Source: an optimization exercise on an open RTL-to-GDS flow (aim: small area and a short achievable clock period). Production flows keep margins and buffers that such runs may drop.
In this exercise RTL edits were held to simulation tests only and were not proved equivalent to the original.

==> flow/design.v, too long to show whole: its modules and the start of the top module <==
// module DCT: 3598 lines
// module dct_fa: 6 lines
// module dct_ha: 6 lines
// module dct_ao: 5 lines
// module dct_and: 5 lines
// module dct_not: 5 lines
module DCT(clk,rst_n,ena,done,
  data_in0,data_in1,data_in2,data_in3,data_in4,data_in5,data_in6,data_in7,
  data_out0,data_out1,data_out2,data_out3,data_out4,data_out5,data_out6,data_out7);
  // ...
==> flow/flow/run.sh <==
#!/bin/bash
# The standard layout, with plain buf_1 cells as the input/output port buffers
# (the standard flow picks a larger delay-buffer cell for them).
set -euo pipefail
export BUFFER_PORTS_ARGS="-buffer_cell sky130_fd_sc_hd__buf_1"
bash standard.sh > standard.log 2>&1
==> flow/standard.sh <==
#!/bin/bash
# synth_recipe.tcl (not shown) runs the flow's synth.tcl, then flattens the netlist and writes it again
# the make line also repeats each setting of config.mk as NAME=value (left out here)
make -C /OpenROAD-flow-scripts/flow DESIGN_CONFIG=/design/flow/config.mk WORK_HOME=/design/flow/orfs CLKGATE_MAP_FILE= SYNTH_SCRIPT=/design/flow/synth_recipe.tcl "${@:-finish}"
==> flow/config.mk <==
export PLATFORM = sky130hd
export DESIGN_NAME = DCT
export DESIGN_NICKNAME = DCT
export VERILOG_FILES = /design/flow/design.v
export SDC_FILE = /design/flow/constraint.sdc
export NUM_CORES = 4
export LEC_CHECK = 0
export CAP_MARGIN = 20
export CORE_MARGIN = 2
export CORE_UTILIZATION = 40
export CTS_CLUSTER_DIAMETER = 70
export CTS_CLUSTER_SIZE = 30
export SETUP_SLACK_MARGIN = 1.5
export SLEW_MARGIN = 20
export SYNTH_HIERARCHICAL = 1
export SYNTH_MINIMUM_KEEP_SIZE = 0
==> flow/constraint.sdc <==
create_clock -name core_clock -period 4.5 [get_ports {clk}]
set_input_delay 0.9000 -clock core_clock [delete_from_list [all_inputs] [get_ports {clk}]]
set_output_delay 0.9000 -clock core_clock [all_outputs]
set_load 0.01 [all_outputs]
==> impl_metrics.env, run 1 <==
export IMPL_status="complete, no violations"
export IMPL_dp_slack_ns=0.910
export IMPL_wl_met1_mm=23.6
export IMPL_seqCellArea_um2=7580
export IMPL_synth_compound_area_frac=0.0942
export IMPL_clk_path_buf_depth=3
export IMPL_grtUsageMet3=0.0459
export IMPL_grt_pass1_wl_mm=85.3
export IMPL_crit_start="data_in3[3]"
export IMPL_routed_wl_mm=51.8
export IMPL_crit_top_cell="a21o_1"
export IMPL_seq_cells=376
export IMPL_synth_yosys_seq_area_share=0.297
export IMPL_cp_buffers_inverters=2
export IMPL_overflow=0
export IMPL_final_common_cell="fa_1"
export IMPL_num_nets_final=2966
export IMPL_grt_start_max_net_pins=26
export IMPL_clock_sinks=376
export IMPL_critPathTopFamily="adder cells"
export IMPL_grt_util_met1=0.220
export IMPL_ys_seq_elements=376
export IMPL_end_kind="flip-flop"
export IMPL_clock_latency_ns=0.57
export IMPL_cp_required_ns=4.94
export IMPL_drt_initial_drc_count=376
export IMPL_r2r_end="ryb3[5]"
export IMPL_buf_share=0.0322
export IMPL_mostFrequentLayoutCells="fa_1, dfxtp_1, a21o_1, inv_1, ha_1"
export IMPL_diodes=8
export IMPL_slew_viol_final=0
export IMPL_io_buffers=225
export IMPL_vias=14200
export IMPL_hpwlAfterDp_mm=43.1
export IMPL_ant_nets=0
==> run 2: changes to the inputs <==
--- a/flow/config.mk
+++ b/flow/config.mk
@@ -10,7 +10,7 @@
 export CORE_UTILIZATION = 40
 export CTS_CLUSTER_DIAMETER = 70
 export CTS_CLUSTER_SIZE = 30
-export SETUP_SLACK_MARGIN = 1.5
+export SETUP_SLACK_MARGIN = 2.0
 export SLEW_MARGIN = 20
 export SYNTH_HIERARCHICAL = 1
 export SYNTH_MINIMUM_KEEP_SIZE = 0
==> run 2 against run 1 <==
Still clean. Clock skew up 0.0080 ns. Area after synthesis unchanged. Sequential share of layout area down 1.3 points. Synthesized cell count unchanged. Worst setup slack better by 0.19 ns. Routed wire length up 4.8%. Largest cell class unchanged.
==> impl_metrics.env, run 2 <==
export IMPL_status="complete, no violations"
export IMPL_ant_nets=0
export IMPL_grt_pass1_wl_mm=87.6
export IMPL_nFillCells=5669
export IMPL_cap_violations=0
export IMPL_r2r_setup_slack_ns=1.84
export IMPL_cts_buffers=30
export IMPL_cts_tree="done"
export IMPL_slew_viol_final=0
export IMPL_drive_above_1_share=0.190
export IMPL_synth_top_area_cell="dfxtp_1"
export IMPL_r2r_end="ryb7[4]"
export IMPL_path_clk_slew_ns=0.08
export IMPL_max_freq_mhz=366
export IMPL_worstPathCellList="buf_12 -> inv_8 -> fa_1 -> inv_1 -> fa_1 -> inv_2 -> ha_4 -> and2_4 -> a21o_4 -> a21o_1 -> a21o_1 -> xor2_1"
export IMPL_core_area_um2=63000
export IMPL_critPathTopFamily="adder cells"
export IMPL_synth_ff_type="dfxtp_1"
export IMPL_min_path_type="input pin to asynchronous set/reset pin"
export IMPL_die_x_um=256
export IMPL_num_nets_final=3077
export IMPL_crit_start="data_in3[2]"
export IMPL_io_buffers=225
export IMPL_initial_core_util=0.404
export IMPL_hpwlAfterDp_mm=43.5
export IMPL_async_flop_share=0.00798
export IMPL_critPathKind="input pin to flip-flop"
export IMPL_synth_area_leaders="dfxtp_1, fa_1, ha_1, a21o_1, xor2_1"
export IMPL_wire_per_inst_um=16.7
export IMPL_num_rows=92
export IMPL_ys_warn_count=7
export IMPL_dp_slack_ns=0.879
export IMPL_first_pass_iters=4
export IMPL_ios=228
export IMPL_synth_edf_count=0
export IMPL_antenna_found_initial=16
export IMPL_cp_slowest_cell="fa_1"
export IMPL_cp_required_ns=4.99
export IMPL_worst_ep_arrival_time_ns=3.22
export IMPL_grt_use_total=0.169
export IMPL_period_minus_slack_ns=2.73
export IMPL_drc=0
export IMPL_timing_final_hold_violations=0
export IMPL_fin_tns_setup_ns=0
export IMPL_seqCellArea_um2=7720
export IMPL_overflow=0
export IMPL_syn_inst=2131
export IMPL_syn_area_um2=25400
export IMPL_root_buffer="clkbuf_16"
export IMPL_vias=14600
export IMPL_clock_sinks=376
export IMPL_end_kind="flip-flop"
export IMPL_htree_levels=1
export IMPL_clock_latency_ns=0.63
export IMPL_yosysTopAreaCellShare=0.294
export IMPL_synthTopCellsByCount="dfxtp_1, fa_1, a21o_1"
export IMPL_synth_yosys_seq_area_share=0.297
export IMPL_drt_initial_drc_count=430
export IMPL_skew_ns=0.0487
export IMPL_final_setup_viol_count=0
export IMPL_area_growth_pct=16.9
export IMPL_via_per_inst=4.51
export IMPL_mostFrequentLayoutCells="a21o_1, dfxtp_1, inv_1, fa_1, ha_1"
export IMPL_ys_seq_elements=376
export IMPL_rsz0062_at_grt="true"
export IMPL_fp_dieArea_um2=65600
export IMPL_clk_path_buf_depth=3
export IMPL_routed_wl_mm=54.3
export IMPL_grt_start_max_net_pins=31
export IMPL_die_height_um=256
export IMPL_cp_buffers_inverters=4
export IMPL_slowest_delay_ns=0.52
export IMPL_path_max_fanout=3
export IMPL_multi_input_area_um2=16400
export IMPL_grt_pass1_vias=16300
export IMPL_gp_congestion=0.823
export IMPL_hold_buffers=0
export IMPL_fin_ws_ns=1.77
export IMPL_cp_start_kind="input pin"
export IMPL_fin_crit_sh=0.607
export IMPL_ys_types=12
export IMPL_final_common_cell="a21o_1"
export IMPL_avgSynthCellArea_um2=11.9
export IMPL_r2r_start="ra_m1[5]"
export IMPL_rr_worst_depth=6
export IMPL_yosysMostFrequentCell="dfxtp_1"
-- run 2: modules after synthesis (local to each module, per instance) --
module | times used | cells inside | area [um2] | flip-flops and latches
DCT | 1 | 754 | 10600 | 376
dct_fa | 348 | 1 | 20.0 | 0
dct_ha | 283 | 1 | 12.5 | 0
dct_ao | 319 | 1 | 7.51 | 0
dct_and | 125 | 1 | 6.26 | 0
dct_not | 302 | 1 | 3.75 | 0
-- run 2: final cells by class --
type,instances,area share
antenna,5,0.000421
clock buffer,32,0.0262
clock inverter,24,0.0147
inverter,315,0.0416
multi-input combinational,1302,0.551
sequential,376,0.260
tap,846,0.0356
timing repair buffer,346,0.0710
-- run 2: routing by layer --
metal  part of all wire  up-vias  track usage
li1                   -     7101            -
met1               0.43     7226        0.216
met2               0.49      216        0.291
met3              0.056       75       0.0394
met4              0.019       20       0.0380
met5             0.0023        -            0
-- run 2: cells by family (layout without fill, tap and decap cells) --
group | after synthesis | count (layout) | synth area share
adders and majority gates | 631 | 631 | 0.413
DFF | 376 | 376 | 0.297
xor gates and xnor gates | 219 | 219 | 0.0754
other | 1 | 7 | 0.000147
and+or+nand+nor | 131 | 131 | 0.0328
buffers and inverters | 454 | 717 | 0.0875
AOI/OAI and AO/OA | 319 | 319 | 0.0942
-- run 2: metrics by stage --
stage | instances | hold slack [ns] | area, um2 | util
floorplan | 2132 | 0.310 | 25700 | -
global placement | 3064 | 0.315 | 26600 | 0.422
detailed placement | 3064 | 0.312 | 26600 | 0.422
CTS | 3208 | 0.0293 | 29100 | 0.463
global route | 3242 | 0.0453 | 29700 | 0.472
finish | 3246 | 0.0711 | 29700 | 0.472
-- run 2: what timing repair did --
item                                    in CTS  in global routing
pin swaps                                   75                 70
gates resized for setup                    185                111
endpoints found under the setup margin      97                 84
buffers inserted                            88                 33
-- run 2: worst max-delay path by stage --
stage	endpoint	slack (ns)	depth (start not counted)
3_3_place_gp	ra_m12[9]	0.93	12
3_5_place_dp	ra_m12[9]	0.88	12
2_1_floorplan	ra_m03[9]	1.35	11
6_report	ra_m03[9]	1.77	12
4_1_cts	ra_m12[9]	1.81	12
5_1_grt	ra_m03[9]	1.72	10
==> run 3: changes to the inputs <==
--- a/flow/config.mk
+++ b/flow/config.mk
@@ -10,7 +10,7 @@
 export CORE_UTILIZATION = 40
 export CTS_CLUSTER_DIAMETER = 70
 export CTS_CLUSTER_SIZE = 30
-export SETUP_SLACK_MARGIN = 2.0
+export SETUP_SLACK_MARGIN = 1.75
 export SLEW_MARGIN = 20
 export SYNTH_HIERARCHICAL = 1
 export SYNTH_MINIMUM_KEEP_SIZE = 0
==> run 3 against run 2 <==
Register-to-register slack worse by 0.05 ns. First-iteration DRC count down 9.5%. Hold slack better by 0.077 ns. Still clean on timing, DRC and antenna. Global-route usage down 0.14 points. Flip-flop and latch count unchanged. Synthesized cell count unchanged. Clock-buffer cell count up 6. Utilization down 1.6 points. Highest routed layer unchanged. Critical endpoint is now ra_m12[9].
==> impl_metrics.env, run 3 <==
export IMPL_ys_warn_count=7
export IMPL_drt_initial_drc_count=389
export IMPL_clock_sinks=376
export IMPL_clock_latency_ns=0.57
export IMPL_yosysMostFrequentCell="dfxtp_1"
export IMPL_via_per_inst=4.50
export IMPL_stdcell_area_um2=28700
export IMPL_final_setup_viol_count=0
export IMPL_grtUsageMet3=0.0391
export IMPL_async_flop_share=0.00798
export IMPL_grt_pass1_wl_mm=86.2
export IMPL_clk_path_buf_depth=3
export IMPL_avgSynthCellArea_um2=11.9
export IMPL_skew_ns=0.0255
export IMPL_grt_use_total=0.168
export IMPL_grt_busiest_layer="met2"
export IMPL_max_freq_mhz=359
export IMPL_die_height_um=256
export IMPL_synth_ff_type="dfxtp_1"
export IMPL_syn_area_um2=25400
export IMPL_timing_final_hold_violations=0
export IMPL_ys_seq_elements=376
export IMPL_cts_tree="done"
export IMPL_min_path_type="input pin to asynchronous set/reset pin"
export IMPL_rsz0062_at_grt="true"
export IMPL_critPathKind="input pin to flip-flop"
export IMPL_fin_tns_setup_ns=0
export IMPL_first_pass_iters=4
export IMPL_fp_dieArea_um2=65600
export IMPL_io_buffers=225
export IMPL_slew_viol_final=0
export IMPL_fin_ws_ns=1.72
export IMPL_synth_xor_area_frac=0.0754
export IMPL_drive_above_1_share=0.111
export IMPL_synth_area_leaders="dfxtp_1, fa_1, ha_1, a21o_1, xor2_1"
export IMPL_htree_levels=2
export IMPL_ys_types=12
export IMPL_num_rows=92
export IMPL_grt_start_max_net_pins=21
export IMPL_cts_buffers=34
export IMPL_hpwlAfterDp_mm=43.3
export IMPL_grt_util_met1=0.225
export IMPL_synthMuxAreaShare=0
export IMPL_period_minus_slack_ns=2.78
export IMPL_placed_area_um2=26500
export IMPL_gp_congestion=0.834
export IMPL_antenna_found_initial=9
export IMPL_die_x_um=256
export IMPL_synth_edf_count=0
export IMPL_yosysTopAreaCellShare=0.294
export IMPL_status="complete, no violations"
export IMPL_synth_top_area_cell="dfxtp_1"
export IMPL_path_clk_slew_ns=0.08
export IMPL_routed_wl_mm=52.8
export IMPL_root_buffer="clkbuf_16"
export IMPL_area_growth_pct=12.8
export IMPL_synth_adder_area_share=0.413
export IMPL_overflow=0
export IMPL_final_common_cell="fa_1"
export IMPL_vias=14400
export IMPL_initial_core_util=0.404
export IMPL_fin_crit_sh=0.619
export IMPL_ios=228
export IMPL_ant_nets=0
export IMPL_synthSimpleGateAreaFrac=0.0328
export IMPL_dp_slack_ns=0.907
export IMPL_synth_compound_area_frac=0.0942
export IMPL_drc=0
export IMPL_core_area_um2=63000
export IMPL_synthTopCellsByCount="dfxtp_1, fa_1, a21o_1"
export IMPL_mostFrequentLayoutCells="fa_1, dfxtp_1, a21o_1, inv_1, ha_1"
export IMPL_wire_per_inst_um=16.5
export IMPL_synth_yosys_seq_area_share=0.297
export IMPL_met2_usage=0.276
export IMPL_worst_ep_arrival_time_ns=3.23
export IMPL_synth_top_family_by_area="adder cells"
export IMPL_cp_start_kind="input pin"
export IMPL_syn_inst=2131
export IMPL_cp_required_ns=4.95
export IMPL_grt_pass1_vias=16000
export IMPL_end_kind="flip-flop"
export IMPL_cap_violations=0
export IMPL_num_nets_final=3027
export IMPL_path_max_fanout=3
==> run 3: changes by cell type in the layout (fill, tap and decap cells not counted), moves of 10 or more <==
cell and delta:
fa_1 +85, fa_2 -85, buf_4 -27, dfxtp_1 +22, inv_1 +22, inv_2 -16, buf_6 -13, dfxtp_2 -11
dfxtp_4 -11, ha_1 +10
==> run 3: critical path, cell delays in order <==
cell and delay, ns:
buf_12 0.09, inv_8 0.03, fa_1 0.53, inv_1 0.05
fa_1 0.50, inv_2 0.05, ha_4 0.22, and2_4 0.13
a21o_1 0.21, a21o_1 0.20, a21o_1 0.17, xor2_1 0.15
==> run 3: stage by stage <==
stage / util / hold slack, ns / cells
3_5_place_dp: 0.420 / 0.314 / 3066
2_1_floorplan: - / 0.310 / 2132
6_report: 0.456 / 0.148 / 3192
4_1_cts: 0.445 / 0.114 / 3144
5_1_grt: 0.456 / 0.131 / 3191
3_3_place_gp: 0.420 / 0.321 / 3066
==> run 3: cell type report <==
type / count / area (um2)
inverter: 315 / 1220
sequential: 376 / 7670
timing repair buffer: 292 / 1510
clock buffer: 38 / 907
clock inverter: 22 / 319
multi-input combinational: 1302 / 16000
antenna: 1 / 2.50
fill: 5791 / 34300
tap: 846 / 1060
==> run 3: metal layers <==
layer	routed length, um	up-vias
li1	-	6993
met1	24000	7093
met2	25000	197
met3	2810	66
met4	867	16
met5	97	-
==> run 3: final timing paths <==
path	from	end	cells past startpoint	slack, ns
max	data_in2[2]	ra_m12[9]	12	1.72
min	rst_n	vld[0]	1	0.15
max reg2reg	ra_m0[6]	ryb1[6]	7	1.79
min reg2reg	rya7[0]	ry7[0]	0	0.33
max in group asynchronous	rst_n	vld[1]	1	4.21
min in group core_clock	rya7[0]	ry7[0]	0	0.33
==> run 3: logic make-up after synthesis <==
group	count (synthesis)
XOR/XNOR	219
flip-flops	376
buffers and inverters	454
AO/OA/AOI/OAI	319
AND/OR/NAND/NOR	131
adder cells (fa/ha/maj)	631
other	1
==> run 3: Yosys stat by module, one instance, submodules excluded <==
| module | cells | flops+latches | copies in the design |
|---|---|---|---|
| dct_fa | 1 | 0 | 348 |
| DCT | 754 | 376 | 1 |
| dct_and | 1 | 0 | 125 |
| dct_ha | 1 | 0 | 283 |
| dct_not | 1 | 0 | 302 |
| dct_ao | 1 | 0 | 319 |
==> run 3: repair_timing <==
action | CTS | global route
setup endpoints to repair | 83 | 40
hold buffers | 0 | 0
setup buffers | 18 | 47
gates resized for setup | 92 | 84
pin swaps | 18 | 40

what the ideal ports hide:
How much do the figures lean on ideal ports? The routed layouts below were timed once more, with nothing changed but the port constraints. Step 1 sets driving cells, clkbuf_16 on the clock port and buf_2 on the other inputs (assumed; they add their load-dependent delay and slew). Step 2 also shifts input and output timing later by t, the mid clock arrival at the registers, as if the neighbouring blocks saw the same clock. a / b / c = ideal / step 1 / step 2; a / b = the first two.
run	shift t [ns]	setup slack, ns	clock arrival spread, ns	slew at the worst register clock pin (ns)	worst slew at a driven data input, ns
run 1	0.605	1.582 / 1.538 / 0.933	0.051 / 0.051	0.09 / 0.09	0.14
run 2	0.665	1.768 / 1.696 / 1.031	0.052 / 0.052	0.11 / 0.11	0.15
run 3	0.607	1.716 / 1.612 / 1.004	0.026 / 0.027	0.08 / 0.08	0.16
After both steps every run listed still meets setup and hold. The setup slack of run 2, which loses most, moves by -0.072 ns with the drivers and by -0.737 ns with both steps.
